Source: an optimization exercise on an open RTL-to-GDS flow (aim: small area, a short achievable clock period and few clock cycles per item). Production flows keep margins and buffers that such runs may drop. Function was checked by simulation only, so behaviour that the tests miss may differ from the original.

== build 50 ==
## ascon_core
module ascon_core (
	input wire clk,
	input wire rst_n,
	input wire [127:0] key,
	input wire [127:0] nonce,
	input wire [1:0] sel_type,
	input wire mode_sel_encrypt_decrypt,
	input wire [31:0] data_length,
	input wire [31:0] data_position,
	input wire [127:0] data_in,
	output wire [127:0] data_out,
	input wire process_en_init,
	input wire process_en_AD_AM,
	input wire process_en_encrypt_decrypt,
	input wire process_en_hash,
	input wire process_en_final,
	output wire [127:0] tag,
	output wire done,
	output wire err
);
Settings: LEC_CHECK=0, CAP_MARGIN=30, CORE_MARGIN=2, CORE_UTILIZATION=45, SLEW_MARGIN=30; clock period 13.0 ns.
standard.sh (not shown) runs the stock make flow with config.mk's settings and CLKGATE_MAP_FILE= SYNTH_SCRIPT=/design/flow/synth_recipe.tcl, a recipe that flattens the netlist after the stock synthesis.
==> flow/flow/run.sh <==
#!/bin/bash
# The standard layout with these changes:
# - module ascon_err (the logic of the err output, a path from the inputs to
#   an output) is mapped on its own by a delay-driven ABC script (premap.py)
#   and kept as a separate module until the final flatten;
# - no adder cells are extracted before ABC maps the logic (ADDER_MAP_FILE
#   empty), which maps the rounds' XOR and AND gates together;
# - timing repair aims at a shorter period than the clock's;
# - the port buffers are buf_2 cells.
set -euo pipefail
YOSYS="$FLOW_HOME/../tools/install/yosys/bin/yosys"
[[ -x "$YOSYS" ]] || YOSYS=yosys
LIB="$FLOW_HOME/platforms/sky130hd/lib/sky130_fd_sc_hd__tt_025C_1v80.lib"
python3 flow/premap.py "$PWD/design.v" "$YOSYS" "$LIB" "$PWD/design_premap.v" > premap.log 2>&1
bash standard.sh VERILOG_FILES="$PWD/design_premap.v" SYNTH_KEEP_MODULES=ascon_err ADDER_MAP_FILE= SETUP_SLACK_MARGIN=7.0 \
	'BUFFER_PORTS_ARGS=-buffer_cell sky130_fd_sc_hd__buf_2' finish > standard_flow.log 2>&1
Other scripts of this flow, unchanged in this note and not shown: flow/flow/dont_use.txt, flow/flow/premap.py
Testbench counts of build 50, summed over its fixed seeds: cycles 10,549, bytes 24,606.
Here is what was changed in the inputs of build 16 compared with build 50.
==> flow/flow/run.sh <==
#!/bin/bash
# The standard layout with these changes:
# - module ascon_err (the logic of the err output, a path from the inputs to
#   an output) is mapped on its own by a delay-driven ABC script (premap.py)
#   and kept as a separate module until the final flatten;
# - timing repair aims at a shorter period than the clock's;
# - the port buffers are buf_2 cells.
set -euo pipefail
YOSYS="$FLOW_HOME/../tools/install/yosys/bin/yosys"
[[ -x "$YOSYS" ]] || YOSYS=yosys
LIB="$FLOW_HOME/platforms/sky130hd/lib/sky130_fd_sc_hd__tt_025C_1v80.lib"
python3 flow/premap.py "$PWD/design.v" "$YOSYS" "$LIB" "$PWD/design_premap.v" > premap.log 2>&1
bash standard.sh VERILOG_FILES="$PWD/design_premap.v" SYNTH_KEEP_MODULES=ascon_err SETUP_SLACK_MARGIN=7.0 \
	'BUFFER_PORTS_ARGS=-buffer_cell sky130_fd_sc_hd__buf_2' finish > standard_flow.log 2>&1
Results
From build 16 to build 50, number of flops mapped to enable cells by yosys did not move at all. Looking at critical path's slowest cell, the o21ai_1 result is from build 16; the nor2_2 one comes from build 50. Taking build 50 as the reference, in build 16 CTS clock-pin slew for the worst setup and hold paths saw little to no change; half-perimeter wire length of the detailed placement result saw a decrease; insertion delay of the later-clocked pin in the worst-skew pair saw a decrease. Against build 50, build 16 reports a total standard cell area after synthesis that is higher. Summary of build 16 over build 50: routed wire length decreased 16000 microns.
## Diff of input files: build 63 against build 16
-- flow/flow/run.sh --
<<< build 16, line 12
python3 flow/premap.py "$PWD/design.v" "$YOSYS" "$LIB" "$PWD/design_premap.v" > premap.log 2>&1
bash standard.sh VERILOG_FILES="$PWD/design_premap.v" SYNTH_KEEP_MODULES=ascon_err SETUP_SLACK_MARGIN=7.0 \
	'BUFFER_PORTS_ARGS=-buffer_cell sky130_fd_sc_hd__buf_2' finish > standard_flow.log 2>&1
>>> build 63, line 12
python3 flow/premap.py "$PWD/design.v" "$YOSYS" "$LIB" "$PWD/design_premap.v" > premap.log 2>&1
bash standard.sh VERILOG_FILES="$PWD/design_premap.v" SYNTH_KEEP_MODULES=ascon_err SETUP_SLACK_MARGIN=7.5 \
	'BUFFER_PORTS_ARGS=-buffer_cell sky130_fd_sc_hd__buf_2' finish > standard_flow.log 2>&1
==> comparison <==
~same count of placed standard cells including taps in build 16 and build 63. Changes observed in build 63 relative to build 16: final sum of negative setup slack did not really move; global-route usage went up by 1.6 points. [compare] base=build 16 new=build 63: headroom to the max-slew limit decreased by 3.9 points relative to the old numbers, final worst setup slack went up 7.3 ps, count of plain and timing-repair buffers in the layout climbed 53. Build 63 vs. build 16: routed wire length rose by 10000 microns; register fraction of the total cell area fell by 0.23 points.

## run 1
The RTL this note starts from:
==> flow/design.v <==
`timescale  1ns/1ps
module ascon_round (
	input  wire [7:0]   rc,
	input  wire [319:0] s_i,
	output wire [319:0] s_o
);
	wire [63:0] x0 = s_i[319:256];
	wire [63:0] x1 = s_i[255:192];
	wire [63:0] x2 = s_i[191:128] ^ {56'h0, rc};
	wire [63:0] x3 = s_i[127:64];
	wire [63:0] x4 = s_i[63:0];
	wire [63:0] a0 = x0 ^ x4;
	wire [63:0] a4 = x4 ^ x3;
	wire [63:0] a2 = x2 ^ x1;
	wire [63:0] t0 = a0 ^ (~x1 & a2);
	wire [63:0] t1 = x1 ^ (~a2 & x3);
	wire [63:0] t2 = a2 ^ (~x3 & a4);
	wire [63:0] t3 = x3 ^ (~a4 & a0);
	wire [63:0] t4 = a4 ^ (~a0 & x1);
	wire [63:0] y0 = t0 ^ t4;
	wire [63:0] y1 = t1 ^ t0;
	wire [63:0] y2 = ~t2;
	wire [63:0] y3 = t3 ^ t2;
	wire [63:0] y4 = t4;
	assign s_o[319:256] = y0 ^ {y0[18:0], y0[63:19]} ^ {y0[27:0], y0[63:28]};
	assign s_o[255:192] = y1 ^ {y1[60:0], y1[63:61]} ^ {y1[38:0], y1[63:39]};
	assign s_o[191:128] = y2 ^ {y2[0],    y2[63:1]}  ^ {y2[5:0],  y2[63:6]};
	assign s_o[127:64]  = y3 ^ {y3[9:0],  y3[63:10]} ^ {y3[16:0], y3[63:17]};
	assign s_o[63:0]    = y4 ^ {y4[6:0],  y4[63:7]}  ^ {y4[40:0], y4[63:41]};
endmodule
module ascon_rounds #(parameter NR = 4) (
	input  wire [3:0]   rs,
	input  wire [319:0] s_i,
	output wire [319:0] s_m,
	output wire [319:0] s_o
);
	wire [319:0] s [0:NR];
	assign s[0] = s_i;
	genvar j;
	generate
		for (j = 0; j < NR; j = j + 1) begin : g_round
			wire [3:0] idx = rs + j;
			ascon_round u_round (.rc({~idx, idx}), .s_i(s[j]), .s_o(s[j+1]));
		end
	endgenerate
	assign s_m = s[NR-1];
	assign s_o = s[NR];
endmodule
`timescale  1ns/1ps
module ascon_core (
	input wire clk,
	input wire rst_n,
	input wire [127:0] key,
	input wire [127:0] nonce,
	input wire [1:0] sel_type,
	input wire mode_sel_encrypt_decrypt,
	input wire [31:0] data_length,
	input wire [31:0] data_position,
	input wire [127:0] data_in,
	output wire [127:0] data_out,
	input wire process_en_init,
	input wire process_en_AD_AM,
	input wire process_en_encrypt_decrypt,
	input wire process_en_hash,
	input wire process_en_final,
	output wire [127:0] tag,
	output wire done,
	output wire err
);
localparam NR  = 2;               
localparam P12 = 12 / NR;         
localparam P8  = 8 / NR;          
localparam PH  = 3;               
localparam [63:0] IV_AEAD = 64'h00001000808c0001;
localparam [319:0] PRE_HASH = 320'h15fb923a68d7d3de_462065172816566f_34bd868de5fd2580_ada58450f66cd2b8_89afbd5136ee8453;
localparam [319:0] PRE_XOF  = 320'hf32572a345da5dfb_1de85723ee1a83ab_3b49b45b6808518c_274ce98048048859_85dda81f5c981e59;
localparam [319:0] PRE_CXOF = 320'ha5ccdb9a7cc3b277_10b25004f333df43_068625b167d8adb2_5de3c2aa2110bcee_befb38bcb5856749;
wire en_i = process_en_init;
wire en_a = process_en_AD_AM;
wire en_c = process_en_encrypt_decrypt;
wire en_h = process_en_hash;
wire en_f = process_en_final;
ascon_err u_err (
	.data_length(data_length), .data_position(data_position),
	.en({en_i, en_a, en_c, en_h, en_f}), .err(err)
);
reg  [2:0]   pend;    
reg  [3:0]   rs;      
reg          fin;     
reg          kx;      
reg          ds;      
reg          aead;    
reg  [319:0] S;
reg  [127:0] dout;
reg          err_r;   
assign done = fin & ~err_r;
wire [31:0] lmp = data_length - data_position;
reg  [3:0]  n_r;      
reg         fl_r;     
reg         len0_r;   
reg         dec_r;    
always @(posedge clk) begin
	n_r    <= aead ? lmp[3:0] : {1'b0, lmp[2:0]};
	fl_r   <= aead ? |lmp[31:4] : |lmp[31:3];
	len0_r <= ~|data_length;
	dec_r  <= mode_sel_encrypt_decrypt;
end
wire pass   = en_a | en_c | en_h | en_f | (en_i & fin);
wire p_le1  = (pend <= 3'd1);
wire comp   = (pend == 3'd1);         
wire adz    = aead & ~|data_length;   
wire ab_ad  = en_a & ~fin & p_le1 & ~(aead & len0_r);   
wire ab_c   = en_c & ~fin & p_le1;                       
wire ab_x   = ab_ad | ab_c;
wire last_c = ab_c & ~fl_r;           
wire [319:0] R, Rm;
ascon_rounds #(.NR(NR)) u_rounds (.rs(rs), .s_i(S), .s_m(Rm), .s_o(R));
wire kx_ap = comp & (kx | en_f);
wire ds_ap = comp & ds;
wire [63:0] r2 = R[191:128] ^ ({64{last_c}} & key[127:64]);
wire [63:0] r3 = R[127:64]  ^ ({64{kx_ap}} & key[127:64]) ^ ({64{last_c}} & key[63:0]);
wire [63:0] r4 = R[63:0]    ^ ({64{kx_ap}} & key[63:0]) ^ {ds_ap, 63'b0};
wire dec = en_c & dec_r;
wire [127:0] rate = R[319:192];
reg  [127:0] rate_n, out_n;
integer b;
always @(*) begin
	for (b = 0; b < 16; b = b + 1) begin : g_byte
		reg in_b, pd_b;
		reg [7:0] r_b, d_b;
		if (b < 8) begin
			r_b = rate[64 + 8*b +: 8];
			d_b = data_in[64 + 8*b +: 8];
			in_b = fl_r | (b < n_r);
			pd_b = ~fl_r & (b == n_r);
		end else begin
			r_b = rate[8*(b-8) +: 8];
			d_b = data_in[8*(b-8) +: 8];
			in_b = aead & (fl_r | (b < n_r));
			pd_b = aead & ~fl_r & (b == n_r);
		end
		if (b < 8) begin
			out_n[64 + 8*b +: 8] = in_b ? (r_b ^ d_b) : 8'h00;
			if (!ab_x)                rate_n[64 + 8*b +: 8] = r_b;
			else if (dec & in_b)      rate_n[64 + 8*b +: 8] = d_b;
			else                      rate_n[64 + 8*b +: 8] = r_b ^ (in_b ? d_b : 8'h00) ^ {7'b0, pd_b};
		end else begin
			out_n[8*(b-8) +: 8] = in_b ? (r_b ^ d_b) : 8'h00;
			if (!ab_x)                rate_n[8*(b-8) +: 8] = r_b;
			else if (dec & in_b)      rate_n[8*(b-8) +: 8] = d_b;
			else                      rate_n[8*(b-8) +: 8] = r_b ^ (in_b ? d_b : 8'h00) ^ {7'b0, pd_b};
		end
	end
end
wire sel_aead = (sel_type == 2'b00);
wire [319:0] load = sel_aead ? {IV_AEAD, key, nonce} :
                    (sel_type == 2'b01) ? PRE_HASH :
                    (sel_type == 2'b10) ? PRE_XOF : PRE_CXOF;
wire ld = en_i & ~fin;
wire hold = ~ld & ~pass;
wire [319:0] S_n = ({320{ld}} & load) | ({320{pass}} & {rate_n, r2, r3, r4}) | ({320{hold}} & S);
always @(posedge clk) begin
	err_r <= err;
	S    <= S_n;
	dout <= en_h ? {R[319:256], 64'h0} : out_n;
end
assign data_out = dout;
assign tag = {S[63:0], S[127:64]};
always @(posedge clk or negedge rst_n) begin
	if (~rst_n) begin
		pend <= 3'd0;
		rs   <= 4'd0;
		fin  <= 1'b0;
		kx   <= 1'b0;
		ds   <= 1'b0;
		aead <= 1'b0;
	end else begin
		if (en_i & ~fin) begin
			pend <= sel_aead ? P12[2:0] : PH[2:0];
			rs   <= sel_aead ? 4'd0 : 4'd12 - PH[3:0] * NR[3:0];
			kx   <= sel_aead;
			ds   <= 1'b0;
			aead <= sel_aead;
		end else if (pass) begin
			pend <= pend - 3'd1;
			rs   <= rs + NR[3:0];
			if (comp) begin
				kx <= 1'b0;
				ds <= 1'b0;
			end
			if (ab_x) begin
				if (aead & (en_a | fl_r)) begin
					pend <= P8[2:0];
					rs   <= 4'd12 - P8[3:0] * NR[3:0];
				end else begin
					pend <= P12[2:0];
					rs   <= 4'd0;
				end
				ds <= en_a & aead & ~fl_r;
			end
			if (en_a & ~fin & adz)
				ds <= 1'b1;
			if (en_h & ~fin & comp)
				rs <= 4'd0;   
			if (en_h & fin)
				pend <= P12[2:0] - 3'd1;
		end
		fin <= ~fin & (en_i | (en_a & adz) | ((en_a | en_c | en_h | en_f) & comp));
	end
end
endmodule
module ascon_err (
	input  wire [31:0] data_length,
	input  wire [31:0] data_position,
	input  wire [4:0]  en,
	output wire        err
);
	wire multi = (en[4] & (|en[3:0])) | (en[3] & (|en[2:0])) | (en[2] & (|en[1:0])) | (en[1] & en[0]);
	reg len_lt;
	always @(*) begin : cmp
		reg [31:0] lt, gt;
		integer w, i;
		lt = ~data_length & data_position;
		gt = data_length & ~data_position;
		for (w = 1; w < 32; w = w * 2)
			for (i = 0; i < 32; i = i + 2 * w) begin
				lt[i] = lt[i + w] | (~gt[i + w] & lt[i]);
				gt[i] = gt[i + w] | (~lt[i + w] & gt[i]);
			end
		len_lt = lt[0];
	end
	assign err = len_lt | multi;
endmodule
clock: 13.0 ns
lec_check: 0
cap_margin: 25
core_margin: 2
core_utilization: 55
slew_margin: 25
==> flow/flow/run.sh <==
#!/bin/bash
# The standard layout with these changes:
# - module ascon_err (the logic of the err output, a path from the inputs to
#   an output) is mapped on its own by a delay-driven ABC script (premap.py)
#   and kept as a separate module until the final flatten;
# - no adder cells are extracted before ABC maps the logic (ADDER_MAP_FILE
#   empty), which maps the rounds' XOR and AND gates together;
# - timing repair aims at a shorter period than the clock's;
# - the port buffers are buf_1 cells.
set -euo pipefail
YOSYS="$FLOW_HOME/../tools/install/yosys/bin/yosys"
[[ -x "$YOSYS" ]] || YOSYS=yosys
LIB="$FLOW_HOME/platforms/sky130hd/lib/sky130_fd_sc_hd__tt_025C_1v80.lib"
python3 flow/premap.py "$PWD/design.v" "$YOSYS" "$LIB" "$PWD/design_premap.v" > premap.log 2>&1
bash standard.sh VERILOG_FILES="$PWD/design_premap.v" SYNTH_KEEP_MODULES=ascon_err ADDER_MAP_FILE= SETUP_SLACK_MARGIN=7.0 REMOVE_ABC_BUFFERS=1 \
	'BUFFER_PORTS_ARGS=-buffer_cell sky130_fd_sc_hd__buf_1' finish > standard_flow.log 2>&1
Other scripts of this flow, unchanged in this note and not shown: flow/flow/dont_use.txt, flow/flow/premap.py
The final layout from run 1, which completed every stage, passed the timing, DRC and antenna checks at the end of the flow.
Testbench counts of run 1, summed over its fixed seeds: cycles 10,549, bytes 24,606.
What run 2 does differently from run 1 at the input level:
# run 1
export LEC_CHECK = 0
export CAP_MARGIN = 25
export CORE_MARGIN = 2
export CORE_UTILIZATION = 55
export SLEW_MARGIN = 25
create_clock -name core_clock -period 13.0 [get_ports {clk}]
# run 2
export LEC_CHECK = 0
export CAP_MARGIN = 10
export CORE_MARGIN = 2
export CORE_UTILIZATION = 58
export SLEW_MARGIN = 10
create_clock -name core_clock -period 13.0 [get_ports {clk}]
--- a/flow/flow/run.sh
+++ b/flow/flow/run.sh
@@ -14,3 +14,3 @@
 python3 flow/premap.py "$PWD/design.v" "$YOSYS" "$LIB" "$PWD/design_premap.v" > premap.log 2>&1
-bash standard.sh VERILOG_FILES="$PWD/design_premap.v" SYNTH_KEEP_MODULES=ascon_err ADDER_MAP_FILE= SETUP_SLACK_MARGIN=7.0 REMOVE_ABC_BUFFERS=1 \
+bash standard.sh VERILOG_FILES="$PWD/design_premap.v" SYNTH_KEEP_MODULES=ascon_err ADDER_MAP_FILE= SETUP_SLACK_MARGIN=7.0 \
 	'BUFFER_PORTS_ARGS=-buffer_cell sky130_fd_sc_hd__buf_1' finish > standard_flow.log 2>&1
Results
- Out of run 1 and run 2, the only run to close with the timing, DRC and antenna checks passing was run 1.
- Run 2: worst slack at placement is 0.030 ns higher than what run 1 reported.
- Relative to run 1, via count normalized by instance count has gone up in run 2.
- Of run 1 and run 2, run 1 shows the lower sequential share of layout area, with run 2 above it.
- Taking run 1 as the reference, in run 2 total of clock buffers placed in the layout rose by 7.5%; die area went down; final instance count without filler cells shows a reduction of 155; routed wirelength normalized by instance count higher; max-slew headroom at the worst pin went down.
- Depth of the worst register-to-register path (lower): run 2
- Per the comparison of run 2 with run 1, fraction of area in clock buffers and inverters moved up; total length of routed met3 wires moved up.
Modified inputs, run 3 compared to run 2
# run 2
export LEC_CHECK = 0
export CAP_MARGIN = 10
export CORE_MARGIN = 2
export CORE_UTILIZATION = 58
export SLEW_MARGIN = 10
create_clock -name core_clock -period 13.0 [get_ports {clk}]
# run 3
export LEC_CHECK = 0
export CAP_MARGIN = 30
export CORE_MARGIN = 2
export CORE_UTILIZATION = 50
export SLEW_MARGIN = 30
create_clock -name core_clock -period 13.0 [get_ports {clk}]
## What came out
- No stage failed in run 3, and the final checks on the layout all came back clean.
- Comparing the two runs side by side, run 3 comes out ahead of run 2 on worst-case headroom to the max-slew limit.
- Final clock period utilization by the worst path (lower): run 2
- Buffer and inverter count on the worst path for run 3 is higher than for run 2.
- Half-perimeter wire length after placement (lower): run 2
- Setup slack in run 3 is smaller than in run 2.
- Route | run 3 vs run 2 | wire longer in run 3
- Taking run 2 as the reference, in run 3 number of detailed-routing iterations run before antenna repair shows a reduction of 6, die area shows an increase of about 16%, final hold slack shows an increase of 0.034 ns.
--- input diff run 3..run 4 ---
# run 3
export LEC_CHECK = 0
export CAP_MARGIN = 30
export CORE_MARGIN = 2
export CORE_UTILIZATION = 50
export SLEW_MARGIN = 30
create_clock -name core_clock -period 13.0 [get_ports {clk}]
# run 4
export LEC_CHECK = 0
export CAP_MARGIN = 25
export CORE_MARGIN = 2
export CORE_UTILIZATION = 55
export SLEW_MARGIN = 25
create_clock -name core_clock -period 13.0 [get_ports {clk}]
Setup WNS run 3 -> run 4: better. Diff run 3..run 4 | number of buffers between clock root and the deepest sink | unchanged. Sort run 3 and run 4 by total global routing track utilization desc -> top: run 4. [compare] base=run 3 new=run 4: final estimated routing congestion in global placement shows an increase of about 2.4%; clock-buffer cell count shows an increase of 8.1%; final area shows a reduction of 940 sq um; amount of wire on met2 after detailed routing shows a reduction of 5.2%. Run 3 has a higher register-to-register slack than run 4.
Edits applied to the flow inputs when going from run 4 to run 5:
# run 4
export LEC_CHECK = 0
export CAP_MARGIN = 25
export CORE_MARGIN = 2
export CORE_UTILIZATION = 55
export SLEW_MARGIN = 25
create_clock -name core_clock -period 13.0 [get_ports {clk}]
# run 5
export LEC_CHECK = 0
export CAP_MARGIN = 30
export CORE_MARGIN = 2
export CORE_UTILIZATION = 50
export SLEW_MARGIN = 30
create_clock -name core_clock -period 13.0 [get_ports {clk}]
--- a/flow/flow/run.sh
+++ b/flow/flow/run.sh
@@ -8,3 +8,4 @@
 # - timing repair aims at a shorter period than the clock's;
-# - the port buffers are buf_1 cells.
+# - the port buffers are buf_1 cells;
+# - the pins of the err output's cone are kept together (io.tcl).
 set -euo pipefail
@@ -14,3 +15,3 @@
 python3 flow/premap.py "$PWD/design.v" "$YOSYS" "$LIB" "$PWD/design_premap.v" > premap.log 2>&1
-bash standard.sh VERILOG_FILES="$PWD/design_premap.v" SYNTH_KEEP_MODULES=ascon_err ADDER_MAP_FILE= SETUP_SLACK_MARGIN=7.0 \
+bash standard.sh VERILOG_FILES="$PWD/design_premap.v" SYNTH_KEEP_MODULES=ascon_err ADDER_MAP_FILE= SETUP_SLACK_MARGIN=7.0 IO_CONSTRAINTS="$PWD/flow/io.tcl" \
 	'BUFFER_PORTS_ARGS=-buffer_cell sky130_fd_sc_hd__buf_1' finish > standard_flow.log 2>&1
==> flow/flow/io.tcl (new file) <==
# Keeps the pins of the err output's cone together on the bottom edge:
# data_length and data_position bit by bit, with err in the middle.
set pins {}
for {set i 0} {$i < 16} {incr i} { lappend pins "data_length\[$i\]" "data_position\[$i\]" }
lappend pins err
for {set i 16} {$i < 32} {incr i} { lappend pins "data_length\[$i\]" "data_position\[$i\]" }
set_io_pin_constraint -group -order -pin_names $pins -region bottom:*
--- outcome ---
Lower clock buffer count was reported by run 4, not run 5. In run 5 relative to run 4, finished layout cell area had gone up slightly. Post-synthesis to final-layout area growth ends up lower on run 4. Maximum frequency from static timing analysis: run 5 lower than run 4. When the final numbers for run 5 and run 4 were put side by side, the non-clock buffer count turned out to be smaller in run 4. In run 5, the number of standard-cell rows in the floorplan came out 4.2% above the value in run 4. Run 5 ends up with higher vertical extent of the die than run 4 does.
Setup changes, run 5 to run 6
# run 5
export LEC_CHECK = 0
export CAP_MARGIN = 30
export CORE_MARGIN = 2
export CORE_UTILIZATION = 50
export SLEW_MARGIN = 30
create_clock -name core_clock -period 13.0 [get_ports {clk}]
# run 6
export LEC_CHECK = 0
export CAP_MARGIN = 20
export CORE_MARGIN = 2
export CORE_UTILIZATION = 55
export SLEW_MARGIN = 20
create_clock -name core_clock -period 13.0 [get_ports {clk}]
--- a/flow/flow/run.sh
+++ b/flow/flow/run.sh
@@ -8,4 +8,3 @@
 # - timing repair aims at a shorter period than the clock's;
-# - the port buffers are buf_1 cells;
-# - the pins of the err output's cone are kept together (io.tcl).
+# - the port buffers are buf_1 cells.
 set -euo pipefail
@@ -15,3 +14,3 @@
 python3 flow/premap.py "$PWD/design.v" "$YOSYS" "$LIB" "$PWD/design_premap.v" > premap.log 2>&1
-bash standard.sh VERILOG_FILES="$PWD/design_premap.v" SYNTH_KEEP_MODULES=ascon_err ADDER_MAP_FILE= SETUP_SLACK_MARGIN=7.0 IO_CONSTRAINTS="$PWD/flow/io.tcl" \
+bash standard.sh VERILOG_FILES="$PWD/design_premap.v" SYNTH_KEEP_MODULES=ascon_err ADDER_MAP_FILE= SETUP_SLACK_MARGIN=7.0 \
 	'BUFFER_PORTS_ARGS=-buffer_cell sky130_fd_sc_hd__buf_1' finish > standard_flow.log 2>&1
removed: flow/flow/io.tcl
[summary]
Run 6 vs run 5, instance count: run 6 lower
Going from run 5 to run 6, minimum period implied by the final worst setup slack moved down; final critical-path share of the clock period saw a decrease.
| fmax | run 6 vs run 5 | 0.71% higher |
Compare run 5 and run 6 | overall die width higher: run 5

[what the ideal ports hide]
Ports are ideal in the flow. The routed layouts listed here were re-timed in OpenROAD.
Step 1: set_driving_cell puts a clkbuf_16 on clk and a buf_2 on each other input, an assumption about the parent block.
Step 2 times the ports against the registers' clock, not the clock port: input delays grow and output delays shrink by t, the midpoint of the rising clock arrivals with the driver on.
a / b / c = no drivers / after step 1 / after step 2; a / b = the first two.
run | t (ns) | slack for setup (ns) | worst hold slack (ns) | worst setup path at the end | worst slew at a driven data input, ns
build 50 | 0.816 | 6.643 / 6.586 / 5.953 | 0.534 / 0.534 / 0.534 | input to register | 0.33
build 16 | 0.795 | 6.630 / 6.561 / 6.561 | 0.523 / 0.523 / 0.523 | input to output | 0.17
build 63 | 0.805 | 6.637 / 6.586 / 5.885 | 0.513 / 0.513 / 0.513 | input to register | 0.17
run 1 | 0.783 | 6.590 / 6.568 / 6.568 | 0.532 / 0.532 / 0.532 | input to output | 0.11
run 2 | 0.794 | 6.630 / 6.571 / 6.571 | 0.518 / 0.518 / 0.518 | input to output | 0.13
run 3 | 0.778 | 6.592 / 6.570 / 6.570 | 0.552 / 0.552 / 0.552 | input to output | 0.14
run 4 | 0.786 | 6.615 / 6.559 / 6.559 | 0.522 / 0.522 / 0.522 | input to output | 0.12
run 5 | 0.801 | 6.557 / 6.528 / 6.528 | 0.530 / 0.530 / 0.530 | input to output | 0.14
run 6 | 0.768 | 6.602 / 6.566 / 6.566 | 0.533 / 0.533 / 0.533 | input to output | 0.11
The setup slack of build 63, which loses most, moves by -0.051 ns with the drivers and by -0.752 ns with both steps.
